Source: an optimization exercise on an open RTL-to-GDS flow (aim: small area). Production flows keep margins and buffers that such runs may drop.
In this exercise RTL edits were held to simulation tests only and were not proved equivalent to the original.
No activity file was given, so power comes from the tool's default toggle rates.

==> job 2920: inputs <==
==> flow/design.v <==
module registrars_bank (
  input        clk,
  input        rst,
  input  [7:0] wd3,
  input  [2:0] wa3,
  input        we3,
  input  [2:0] ra1, ra2,
  output [7:0] rd1, rd2,
  output [7:0] saida_1, saida_2, saida_3, saida_4, saida_5, saida_6, saida_7);
  wire [8*8-1:0] x;
  assign x[7:0] = 8'd0;
  wire [7:0] wsel = {7'd0, we3} << wa3;
  wire [7:0] sel1 = 8'd1 << ra1;
  wire [7:0] sel2 = 8'd1 << ra2;
  genvar k, b;
  generate
    for (k = 1; k < 8; k = k + 1) begin : reg_g
      wire we = wsel[k];
      wire hold = ~wsel[k];
      for (b = 0; b < 8; b = b + 1) begin : bit_g
        reg_bit u (.clk(clk), .rst(rst), .we(we), .hold(hold), .d(wd3[b]),
          .q(x[8*k + b]));
      end
    end
    for (b = 0; b < 8; b = b + 1) begin : rd_g
      reg_rd_bit p1 (.s(sel1[7:1]), .d({x[56+b], x[48+b], x[40+b], x[32+b],
        x[24+b], x[16+b], x[8+b]}), .q(rd1[b]));
      reg_rd_bit p2 (.s(sel2[7:1]), .d({x[56+b], x[48+b], x[40+b], x[32+b],
        x[24+b], x[16+b], x[8+b]}), .q(rd2[b]));
    end
  endgenerate
  assign saida_1 = x[15:8];  assign saida_2 = x[23:16];
  assign saida_3 = x[31:24]; assign saida_4 = x[39:32];
  assign saida_5 = x[47:40]; assign saida_6 = x[55:48];
  assign saida_7 = x[63:56];
endmodule
module reg_bit (
  input      clk,
  input      rst,
  input      we,
  input      hold,
  input      d,
  output reg q);
  always @(posedge clk or negedge rst)
    if (!rst) q <= 1'b0;
    else q <= (d & we) | (q & hold);
endmodule
module reg_rd_bit (
  input  [6:0] s,
  input  [6:0] d,
  output       q);
  assign q = |(s & d);
endmodule
module Data_mem (
  input        clk,
  input        rst,       
  input  [7:0] A,
  input  [7:0] WD,
  input        WE,
  input  [7:0] sw_in,
  output [7:0] RD);
  reg written;
  always @(posedge clk or negedge rst)
    if (!rst) written <= 1'b0;
    else if (WE) written <= 1'b1;
  wire clr_n = ~(WE & ~written);
  wire [15:0] lo    = 16'b1 << A[3:0];
  wire [15:0] hi    = 16'b1 << A[7:4];
  wire [15:0] hi_rd = hi & {lo[15] | written, {15{written}}};
  wire [15:0] hi_wr = hi & {16{WE}};
  wire [7:0] wd_n = ~WD;
  wire [8*256-1:0] data_n;
  assign data_n[8*255 +: 8] = ~sw_in;
  wire [15:0] lo_n = ~lo;
  genvar i;
  generate
    for (i = 0; i < 255; i = i + 1) begin : byte_g
      wire we_n, hold_n;
      mem_dec dec (.lo(lo[i % 16]), .hi_wr(hi_wr[i / 16]), .we_n(we_n));
      mem_hold hld (.we_n(we_n), .clr_n(clr_n), .hold_n(hold_n));
      mem_byte u (.clk(clk), .we_n(we_n), .hold_n(hold_n), .d_n(wd_n),
        .q_n(data_n[8*i +: 8]));
    end
  endgenerate
  generate
    for (i = 0; i < 8; i = i + 1) begin : rd_g
      wire [15:0] grp_n;
      genvar g, k;
      for (g = 0; g < 16; g = g + 1) begin : grp_g
        wire [15:0] col_n;
        for (k = 0; k < 16; k = k + 1) begin : col_g
          assign col_n[k] = data_n[8*(16*g + k) + i];
        end
        mem_rd_grp r (.lo_n(lo_n), .d_n(col_n), .hi(hi_rd[g]),
          .y_n(grp_n[g]));
      end
      mem_rd_fin f (.y_n(grp_n), .q(RD[i]));
    end
  endgenerate
endmodule
module mem_dec (
  input  lo, hi_wr,
  output we_n);
  assign we_n = ~(lo & hi_wr);
endmodule
module mem_hold (
  input  we_n, clr_n,
  output hold_n);
  assign hold_n = ~(we_n & clr_n);
endmodule
module mem_byte (
  input        clk,
  input        we_n,
  input        hold_n,
  input  [7:0] d_n,
  output [7:0] q_n);
  genvar b;
  generate
    for (b = 0; b < 8; b = b + 1) begin : bit_g
      mem_bit u (.clk(clk), .we_n(we_n), .hold_n(hold_n), .d_n(d_n[b]),
        .q_n(q_n[b]));
    end
  endgenerate
endmodule
module mem_bit (
  input      clk,
  input      we_n,
  input      hold_n,
  input      d_n,
  output reg q_n);
  always @(posedge clk)
    q_n <= (d_n | we_n) & (q_n | hold_n);
endmodule
module mem_rd_grp (
  input  [15:0] lo_n,
  input  [15:0] d_n,
  input         hi,
  output        y_n);
  assign y_n = ~(hi & ~&(lo_n | d_n));
endmodule
module mem_rd_fin (
  input  [15:0] y_n,
  output        q);
  assign q = ~&y_n;
endmodule
`default_nettype none
module lasd_cpu (
input wire clk,
input wire rst_n,
output wire [7:0] instr_addr,
input wire [31:0] instr,
input wire [7:0] sw_in,
output wire [7:0] data_out,
output wire [7:0] reg_x1, reg_x2, reg_x3, reg_x4, reg_x5, reg_x6, reg_x7
);
wire [6:0] op = instr[6:0];
wire [2:0] f3 = instr[14:12];
wire [6:0] f7 = instr[31:25];
wire f3_0  = (f3 == 3'b000);
wire f7_0  = (f7 == 7'b0000000);
wire opR   = (op == 7'b0110011);
wire isR   = opR & ((f7_0 & (f3 != 3'b001) & (f3 != 3'b011)) |
                    ((f7 == 7'b0100000) & f3_0));
wire isI   = (op == 7'b0010011) & (f3_0 | (f3 == 3'b110) | (f3 == 3'b111));
wire isL   = (op == 7'b0000011) & f3_0;
wire isS   = (op == 7'b0100011) & f3_0;
wire isB   = (op == 7'b1100011) & f3_0;
wire isJ   = (op == 7'b1101111);
wire isJR  = (op == 7'b1100111) & f3_0;
wire imm_sb = op[5] & ~op[2];               
wire src_r  = op[5] & op[4];                
wire a_pc   = op[6] & (op[3] | ~op[2]);     
wire sub    = instr[30] | instr[13];        
wire [7:0] pc;
wire [7:0] r1, r2;
wire [7:0] imm;
assign imm[7:5] = instr[27:25];
assign imm[4:1] = imm_sb ? instr[11:8] : instr[24:21];
assign imm[0]   = imm_sb ? (~op[6] & instr[7]) : (~op[3] & instr[20]);
wire [7:0] b    = src_r ? r2 : imm;
wire [7:0] a    = a_pc ? pc : r1;
wire       cin  = src_r & sub;
wire [8:0] sum9 = {1'b0, a} + {1'b0, b ^ {8{cin}}} + {8'd0, cin};
wire [7:0] sum  = sum9[7:0];
wire       ltu  = ~sum9[8];
wire [7:0] imm_ls;
assign imm_ls[7:5] = instr[27:25];
assign imm_ls[4:1] = op[5] ? instr[11:8] : instr[24:21];
assign imm_ls[0]   = op[5] ? instr[7] : instr[20];
wire [7:0] addr = r1 + imm_ls;
wire [7:0] srl  = (|b[7:3]) ? 8'd0 : (r1 >> b[2:0]);
reg [7:0] alu;
always @(*) begin
  case (f3)
    3'b111:  alu = r1 & b;
    3'b110:  alu = r1 | b;
    3'b100:  alu = r1 ^ b;
    3'b010:  alu = {7'd0, ltu};
    3'b101:  alu = srl;
    default: alu = sum;
  endcase
end
wire [7:0] pc4 = {pc[7:2] + 6'd1, pc[1:0]};
wire [7:0] ld;
Data_mem memoria_dados (.clk(clk), .rst(rst_n), .A(addr), .WD(r2), .WE(isS),
  .sw_in(sw_in), .RD(ld));
wire [7:0] wd = op[4] ? alu : (op[2] ? pc4 : ld);
wire       we = isR | isI | isL | isJ;
registrars_bank registradores (.clk(clk), .rst(rst_n), .wd3(wd),
  .wa3(instr[9:7]), .we3(we), .ra1(instr[17:15]), .ra2(instr[22:20]),
  .rd1(r1), .rd2(r2),
  .saida_1(reg_x1), .saida_2(reg_x2), .saida_3(reg_x3), .saida_4(reg_x4),
  .saida_5(reg_x5), .saida_6(reg_x6), .saida_7(reg_x7));
wire eq    = (r1 == r2);
wire taken = isJ | isJR | (isB & eq);
reg [7:0] pc_q;
reg [7:0] out_q;
always @(posedge clk or negedge rst_n)
  if (!rst_n) begin
    pc_q  <= 8'd0;
    out_q <= 8'd0;
  end else begin
    pc_q <= taken ? sum : pc4;
    if (isS & (addr == 8'hFF)) out_q <= r2;
  end
assign pc = pc_q;
assign instr_addr = pc_q;
assign data_out = out_q;
endmodule
`default_nettype wire
==> flow/flow/run.sh <==
#!/bin/bash
# Layout flow: the standard flow (standard.sh: the standard synthesis and
# ORFS place and route) with three changes to how the layout is made:
#  - ports are buffered with buf_1 instead of a delay cell,
#  - clock tree synthesis uses no dummy loads,
#  - clock tree buffers are clkbuf_16, with clusters of up to 32 sinks.
# Every tool's output is kept in a log file in this folder.
set -e
export BUFFER_PORTS_ARGS="-buffer_cell sky130_fd_sc_hd__buf_1"
export CTS_ARGS="-sink_clustering_enable -repair_clock_nets -dont_use_dummy_load -sink_clustering_size 32 -sink_clustering_max_diameter 80 -buf_list {sky130_fd_sc_hd__clkbuf_16}"
bash standard.sh > standard_flow.log 2>&1
==> flow/standard.sh <==
#!/bin/bash
# synth_recipe.tcl (not shown) runs the flow's synth.tcl, then flattens the netlist and writes it again
# the make line also repeats each setting of config.mk as NAME=value (left out here)
make -C /OpenROAD-flow-scripts/flow DESIGN_CONFIG=/design/flow/config.mk WORK_HOME=/design/flow/orfs CLKGATE_MAP_FILE= SYNTH_SCRIPT=/design/flow/synth_recipe.tcl "${@:-finish}"
==> flow/config.mk <==
export PLATFORM = sky130hd
export DESIGN_NAME = lasd_cpu
export DESIGN_NICKNAME = lasd_cpu
export VERILOG_FILES = /design/flow/design.v
export SDC_FILE = /design/flow/constraint.sdc
export NUM_CORES = 4
export LEC_CHECK = 0
export CAP_MARGIN = 20
export CORE_MARGIN = 2
export CORE_UTILIZATION = 35
export SLEW_MARGIN = 20
export SYNTH_HIERARCHICAL = 1
==> flow/constraint.sdc <==
create_clock -name core_clock -period 10.0 [get_ports {clk}]
set_input_delay 2.0000 -clock core_clock [delete_from_list [all_inputs] [get_ports {clk}]]
set_output_delay 2.0000 -clock core_clock [all_outputs]
set_load 0.01 [all_outputs]
==> job 355: changes against job 2920 <==
--- a/flow/design.v
+++ b/flow/design.v
@@ -136,7 +136,16 @@
   input  [15:0] d_n,
   input         hi,
   output        y_n);
-  assign y_n = ~(hi & ~&(lo_n | d_n));
+  wire [1:0] h;
+  mem_rd_half h0 (.lo_n(lo_n[7:0]),  .d_n(d_n[7:0]),  .y(h[0]));
+  mem_rd_half h1 (.lo_n(lo_n[15:8]), .d_n(d_n[15:8]), .y(h[1]));
+  assign y_n = ~(hi & (h[0] | h[1]));
+endmodule
+module mem_rd_half (
+  input  [7:0] lo_n,
+  input  [7:0] d_n,
+  output       y);
+  assign y = ~&(lo_n | d_n);
 endmodule
 module mem_rd_fin (
   input  [15:0] y_n,
@@ -214,15 +223,19 @@
 wire eq    = (r1 == r2);
 wire taken = isJ | isJR | (isB & eq);
 reg [7:0] pc_q;
-reg [7:0] out_q;
 always @(posedge clk or negedge rst_n)
-  if (!rst_n) begin
-    pc_q  <= 8'd0;
-    out_q <= 8'd0;
-  end else begin
-    pc_q <= taken ? sum : pc4;
-    if (isS & (addr == 8'hFF)) out_q <= r2;
+  if (!rst_n) pc_q <= 8'd0;
+  else pc_q <= taken ? sum : pc4;
+wire       out_we = isS & (addr == 8'hFF);
+wire       out_hold = ~out_we;
+wire [7:0] out_q;
+genvar gi;
+generate
+  for (gi = 0; gi < 8; gi = gi + 1) begin : out_g
+    reg_bit u (.clk(clk), .rst(rst_n), .we(out_we), .hold(out_hold),
+      .d(r2[gi]), .q(out_q[gi]));
   end
+endgenerate
 assign pc = pc_q;
 assign instr_addr = pc_q;
 assign data_out = out_q;
==> flow/flow/run.sh (replaced) <==
#!/bin/bash
# Layout flow: the standard flow (standard.sh: the standard synthesis and
# ORFS place and route) with three changes to how the layout is made:
#  - ports are buffered with buf_1 instead of a delay cell,
#  - clock tree synthesis uses no dummy loads,
#  - clock tree buffers are clkbuf_8, with clusters of up to 16 sinks.
# Every tool's output is kept in a log file in this folder.
set -e
export BUFFER_PORTS_ARGS="-buffer_cell sky130_fd_sc_hd__buf_1"
export CTS_ARGS="-sink_clustering_enable -repair_clock_nets -dont_use_dummy_load -sink_clustering_size 16 -sink_clustering_max_diameter 60 -buf_list {sky130_fd_sc_hd__clkbuf_8}"
bash standard.sh > standard_flow.log 2>&1
--- a/flow/config.mk
+++ b/flow/config.mk
@@ -8,5 +8,6 @@
 export CAP_MARGIN = 20
 export CORE_MARGIN = 2
 export CORE_UTILIZATION = 35
+export PLACE_DENSITY = 0.9
 export SLEW_MARGIN = 20
 export SYNTH_HIERARCHICAL = 1
==> notes <==
- Of job 355 and job 2920, job 2920 has the higher combinational power (gap 18%, measured against job 2920).
- Between job 2920 and job 355, the lower non-clock buffer count is in job 2920 (gap 11).
- In job 355 the worst hold slack is better than in job 2920, by 7.6 ps.
- In job 355 the critical path depth is higher than in job 2920, by 2.
- Against job 355, the maximum frequency of job 2920 is smaller by 0.79%.
- Between job 2920 and job 355, the lower via count is in job 2920 (gap 2.4%, measured against job 355).
- Of job 2920 and job 355, job 2920 has the higher total power (gap about 7%, measured against job 355).
- Against job 355, the area after synthesis of job 2920 is higher by 0.91%.

## port drivers added, routing unchanged
How much do the figures lean on ideal ports? The routed layouts below were timed once more, with nothing changed but the port constraints.
Step 1: set_driving_cell puts a clkbuf_16 on clk and a buf_2 on each other input, an assumption about the parent block.
Step 2 adds t to the input delays and takes it off the output delays; t is the mean of the earliest and latest rising clock arrival at the registers after step 1. Input paths then give back, and output paths get back, about the clock's delay inside the block.
Three values: ideal, step 1, step 2; two values: the first two.
| run | shift t [ns] | setup slack, ns | worst setup path after step 2 |
|---|---|---|---|
| job 2920 | 0.855 | 1.310 / 1.376 / 0.521 | input to register |
| job 355 | 1.005 | 1.379 / 1.429 / 0.424 | input to register |
After both steps setup and hold are still met in every run listed. The setup slack of job 355, which loses most, moves by +0.050 ns with the drivers and by -0.955 ns with both steps.
